Background: an optimization exercise with open tools, aiming at small area, a short achievable clock period and few clock cycles per item. Do not read the settings as production practice. Function was checked by simulation only, so behaviour that the tests miss may differ from the original.

trial 75:
==> flow/design.v <==
module absdiff (
	input  wire [30:0] x,
	input  wire [30:0] y,
	output wire [30:0] d,
	output wire        xgty,
	output wire        xeqy
);
localparam N = 31;
localparam L = 5;
wire [N-1:0] p0 = ~(x ^ y);
wire [N-1:0] g0 = x & ~y;
reg [N-1:0] G;
reg [N-1:0] P;
reg [N-1:0] c;
integer l, i;
always @* begin
	G = g0;
	P = p0;
	for (l = 0; l < L; l = l + 1)
		for (i = 0; i < N; i = i + 1)
			if ((i >> l) & 1) begin
				G[i] = G[i] | (P[i] & G[((i >> l) << l) - 1]);
				P[i] = P[i] & P[((i >> l) << l) - 1];
			end
	c[0] = G[N-1];
	for (i = 1; i < N; i = i + 1)
		c[i] = G[i-1] | (P[i-1] & G[N-1]);
end
wire gall = G[N-1];
assign d    = p0 ^ c ^ {N{~gall}};
assign xgty = gall;
assign xeqy = P[N-1];
endmodule
module top(
		input wire [31:0] opa,
		input wire [31:0] opb,
		input wire start,
		input wire rst,
		input wire clk,
		output reg done,
		output reg [31:0] result
);
reg        busy;
reg        zf;      
reg        zbp;     
reg        gy;      
reg  [4:0] k;
reg [31:0] a;
reg [31:0] b;
wire        xgty;
wire        xeqy;
wire [30:0] dh;
wire [30:0] xh = a[31:1] & {31{b[0]}};
wire [30:0] yh = b[31:1] & {31{gy}};
absdiff u_absdiff(.x(xh), .y(yh), .d(dh), .xgty(xgty), .xeqy(xeqy));
wire eqt = xeqy & a[0] & b[0];
wire b1  = (b == 32'd1);    
wire fin = zf | eqt | b1;
wire kz  = (k == 5'd0);
always @* begin
	done   = busy & fin & kz;
	result = b;
end
wire accept = start & (~busy | done);
wire [2:0] tz = xh[2:0] ^ yh[2:0];
reg  [30:0] ds;
always @* begin
	if (tz[0])      ds = dh;
	else if (tz[1]) ds = {1'b0, dh[30:1]};
	else if (tz[2]) ds = {2'b0, dh[30:2]};
	else            ds = {3'b0, dh[30:3]};
end
wire opaz = (opa == 32'd0);
wire opbz = (opb == 32'd0);
reg  [4:0] kin;
wire [31:0] oab = opa | opb;
integer i;
always @* begin
	kin = 5'd0;
	for (i = 31; i >= 0; i = i - 1)
		if (oab[i]) kin = i[4:0];
	if (opaz || opbz) kin = 5'd0;
end
always @(posedge clk or negedge rst) begin
	if (~rst) begin
		busy <= 1'b0;
	end else begin
		busy <= start | (busy & ~done);
	end
end
wire zfn = accept ? opaz : (fin | zbp);
wire an0 = accept ? opa[0] : ((|tz) | dh[3]);
wire bn0 = accept ? opb[0] : (~fin & (xgty ? b[0] : a[0]));
always @(posedge clk) begin
	zf  <= zfn;
	gy  <= (an0 | ~bn0) & ~zfn;
	zbp <= accept & opbz;
	if (accept) begin
		a <= opa;
		b <= opb;
		k <= kin;
	end else begin
		a <= {1'b0, ds};
		if (fin) begin
			b <= {b[30:0], 1'b0};
			k <= k - 5'd1;
		end else if (~xgty)
			b <= a;
	end
end
endmodule
==> flow/config.mk <==
export PLATFORM = sky130hd
export DESIGN_NAME = top
export DESIGN_NICKNAME = top
export VERILOG_FILES = /design/flow/design.v
export SDC_FILE = /design/flow/constraint.sdc
export NUM_CORES = 4
export LEC_CHECK = 0
export CAP_MARGIN = 20
export CORE_MARGIN = 2
export CORE_UTILIZATION = 30
export SETUP_SLACK_MARGIN = 2.9
export SLEW_MARGIN = 20
==> flow/constraint.sdc <==
create_clock -name core_clock -period 7.0 [get_ports {clk}]
set_input_delay 1.4000 -clock core_clock [delete_from_list [all_inputs] [get_ports {clk}]]
set_output_delay 1.4000 -clock core_clock [all_outputs]
set_load 0.01 [all_outputs]
standard.sh (not shown) runs the stock make flow with config.mk's settings and CLKGATE_MAP_FILE= SYNTH_SCRIPT=/design/flow/synth_recipe.tcl, a recipe that flattens the netlist after the stock synthesis.
==> flow/flow/run.sh <==
#!/bin/bash
# Standard layout, with plain buf_1 cells as the port buffers.
set -euo pipefail
export BUFFER_PORTS_ARGS="-buffer_cell sky130_fd_sc_hd__buf_1"
bash standard.sh > standard.log 2>&1
Testbench counts of trial 75, summed over its fixed seeds: cycles 51,745, items 2,400.
diff inputs: trial 75 => build 39
diff --git a/flow/design.v b/flow/design.v
--- a/flow/design.v
+++ b/flow/design.v
@@ -16,13 +16,19 @@
 always @* begin
 	G = g0;
 	P = p0;
 	for (l = 0; l < L; l = l + 1)
 		for (i = 0; i < N; i = i + 1)
-			if ((i >> l) & 1) begin
-				G[i] = G[i] | (P[i] & G[((i >> l) << l) - 1]);
-				P[i] = P[i] & P[((i >> l) << l) - 1];
+			if ((i + 1) % (2 << l) == 0) begin
+				G[i] = G[i] | (P[i] & G[i - (1 << l)]);
+				P[i] = P[i] & P[i - (1 << l)];
+			end
+	for (l = L - 2; l >= 0; l = l - 1)
+		for (i = 0; i < N; i = i + 1)
+			if ((i + 1) % (2 << l) == (1 << l) && i >= (2 << l)) begin
+				G[i] = G[i] | (P[i] & G[i - (1 << l)]);
+				P[i] = P[i] & P[i - (1 << l)];
 			end
 	c[0] = G[N-1];
 	for (i = 1; i < N; i = i + 1)
 		c[i] = G[i-1] | (P[i-1] & G[N-1]);
 end
@@ -42,17 +48,18 @@
 );
 reg        busy;
 reg        zf;      
 reg        zbp;     
 reg        gy;      
+reg        gx;      
 reg  [4:0] k;
 reg [31:0] a;
 reg [31:0] b;
 wire        xgty;
 wire        xeqy;
 wire [30:0] dh;
-wire [30:0] xh = a[31:1] & {31{b[0]}};
+wire [30:0] xh = a[31:1] & {31{gx}};
 wire [30:0] yh = b[31:1] & {31{gy}};
 absdiff u_absdiff(.x(xh), .y(yh), .d(dh), .xgty(xgty), .xeqy(xeqy));
 wire eqt = xeqy & a[0] & b[0];
 wire b1  = (b == 32'd1);    
 wire fin = zf | eqt | b1;
@@ -92,10 +99,11 @@
 wire an0 = accept ? opa[0] : ((|tz) | dh[3]);
 wire bn0 = accept ? opb[0] : (~fin & (xgty ? b[0] : a[0]));
 always @(posedge clk) begin
 	zf  <= zfn;
 	gy  <= (an0 | ~bn0) & ~zfn;
+	gx  <= bn0;
 	zbp <= accept & opbz;
 	if (accept) begin
 		a <= opa;
 		b <= opb;
 		k <= kin;
Findings:
- Build 39 did not stop at any stage, and its layout met the timing, DRC and antenna checks.
- Taking trial 75 as the reference, in build 39 tightest hold margin rose by 52 ps, number of stages on the worst setup path level, die area higher.
- The run showing the smaller fraction of the core area covered by cells at the end of the flow is build 39.
- Per the comparison of build 39 with trial 75, multi-input combinational cell count now sits lower; mapped cell area went up.
- Between build 39 and trial 75, the area fraction of clock buffers and clock inverters does not differ in any meaningful way.
- Diff trial 75 -> build 39 | highest clock frequency the design can meet | up by a few percent
- The critical-path cell with the highest stage delay comes out sky130_fd_sc_hd__edfxtp_1 in one run and sky130_fd_sc_hd__dfxtp_4 in the other, namely in trial 75 and build 39 respectively.
- Build 39 vs. trial 75: area occupied by registers went up 1.3%, area growth from synthesis to layout went down 8.3 points, number of non-clock buffers went down about 15%.
Testbench counts of build 39, summed over its fixed seeds: cycles 51,745, items 2,400.

* * *

// top: RTL as listed in full above, without the edits since
==> flow/config.mk <==
export PLATFORM = sky130hd
export DESIGN_NAME = top
export DESIGN_NICKNAME = top
export VERILOG_FILES = /design/flow/design.v
export SDC_FILE = /design/flow/constraint.sdc
export NUM_CORES = 4
export LEC_CHECK = 0
export CAP_MARGIN = 20
export CORE_MARGIN = 2
export CORE_UTILIZATION = 30
export SETUP_SLACK_MARGIN = 2.5
export SLEW_MARGIN = 20
==> flow/constraint.sdc <==
create_clock -name core_clock -period 7.0 [get_ports {clk}]
set_input_delay 1.4000 -clock core_clock [delete_from_list [all_inputs] [get_ports {clk}]]
set_output_delay 1.4000 -clock core_clock [all_outputs]
set_load 0.01 [all_outputs]
Scripts as last shown in full above: flow/flow/run.sh
Testbench counts at the start, summed over its fixed seeds: cycles 51,745, items 2,400.
Change:
--- a/flow/design.v
+++ b/flow/design.v
@@ -42,7 +42,5 @@
 );
 reg        busy;
-reg        zf;      
-reg        zbp;     
-reg        gy;      
+reg        sb;      
 reg  [4:0] k;
 reg [31:0] a;
@@ -52,9 +50,9 @@
 wire [30:0] dh;
 wire [30:0] xh = a[31:1] & {31{b[0]}};
-wire [30:0] yh = b[31:1] & {31{gy}};
+wire [30:0] yh = b[31:1] & {31{(a[0] | ~b[0]) & ~sb}};
 absdiff u_absdiff(.x(xh), .y(yh), .d(dh), .xgty(xgty), .xeqy(xeqy));
+wire za  = (a == 32'd0);
 wire eqt = xeqy & a[0] & b[0];
-wire b1  = (b == 32'd1);    
-wire fin = zf | eqt | b1;
+wire fin = za | eqt;
 wire kz  = (k == 5'd0);
 always @* begin
@@ -71,6 +69,4 @@
 	else            ds = {3'b0, dh[30:3]};
 end
-wire opaz = (opa == 32'd0);
-wire opbz = (opb == 32'd0);
 reg  [4:0] kin;
 wire [31:0] oab = opa | opb;
@@ -80,5 +76,5 @@
 	for (i = 31; i >= 0; i = i - 1)
 		if (oab[i]) kin = i[4:0];
-	if (opaz || opbz) kin = 5'd0;
+	if (opa == 32'd0 || opb == 32'd0) kin = 5'd0;
 end
 always @(posedge clk or negedge rst) begin
@@ -89,11 +85,6 @@
 	end
 end
-wire zfn = accept ? opaz : (fin | zbp);
-wire an0 = accept ? opa[0] : ((|tz) | dh[3]);
-wire bn0 = accept ? opb[0] : (~fin & (xgty ? b[0] : a[0]));
 always @(posedge clk) begin
-	zf  <= zfn;
-	gy  <= (an0 | ~bn0) & ~zfn;
-	zbp <= accept & opbz;
+	sb <= fin & ~accept;
 	if (accept) begin
 		a <= opa;
Result: First-iteration DRC count drops by 5.9%; design area drops by 4.7%; critical path depth climbs by 1; die area drops by 0.81%; core utilization drops by 1.6 points; worst setup slack improves by 0.033 ns; routed wire length drops by about 10%; via count drops by about 8%; final cell count drops by 3.0%; synthesized area drops by about 0.8%; register-to-register slack improves by 0.16 ns; non-clock buffer count drops by 6; sequential cell count drops by 2.
Testbench counts after the change, summed over its fixed seeds: cycles 52,913, items 2,400.

what the ideal ports hide:
Ports are ideal in the flow. The routed layouts listed here were re-timed in OpenROAD.
Step 1 (the two cells are an assumption about what drives the block):
set clk [get_ports {clk}]
set_driving_cell -lib_cell sky130_fd_sc_hd__clkbuf_16 $clk
set_driving_cell -lib_cell sky130_fd_sc_hd__buf_2 [delete_from_list [all_inputs] $clk]
Step 2 also shifts input and output timing later by t, the mid clock arrival at the registers, as if the neighbouring blocks saw the same clock.
Three values: ideal, step 1, step 2; two values: the first two.
run | t, ns | slack for setup (ns) | cell pins on the clock port's net
trial 75 | 0.415 | 2.837 / 2.788 / 2.951 | 1
build 39 | 0.377 | 2.948 / 2.908 / 3.108 | 1
the first run of note 2 | 0.394 | 2.601 / 2.560 / 2.609 | 1
the second run of note 2 | 0.367 | 2.634 / 2.596 / 2.769 | 1
After both steps every run listed still meets setup and hold.
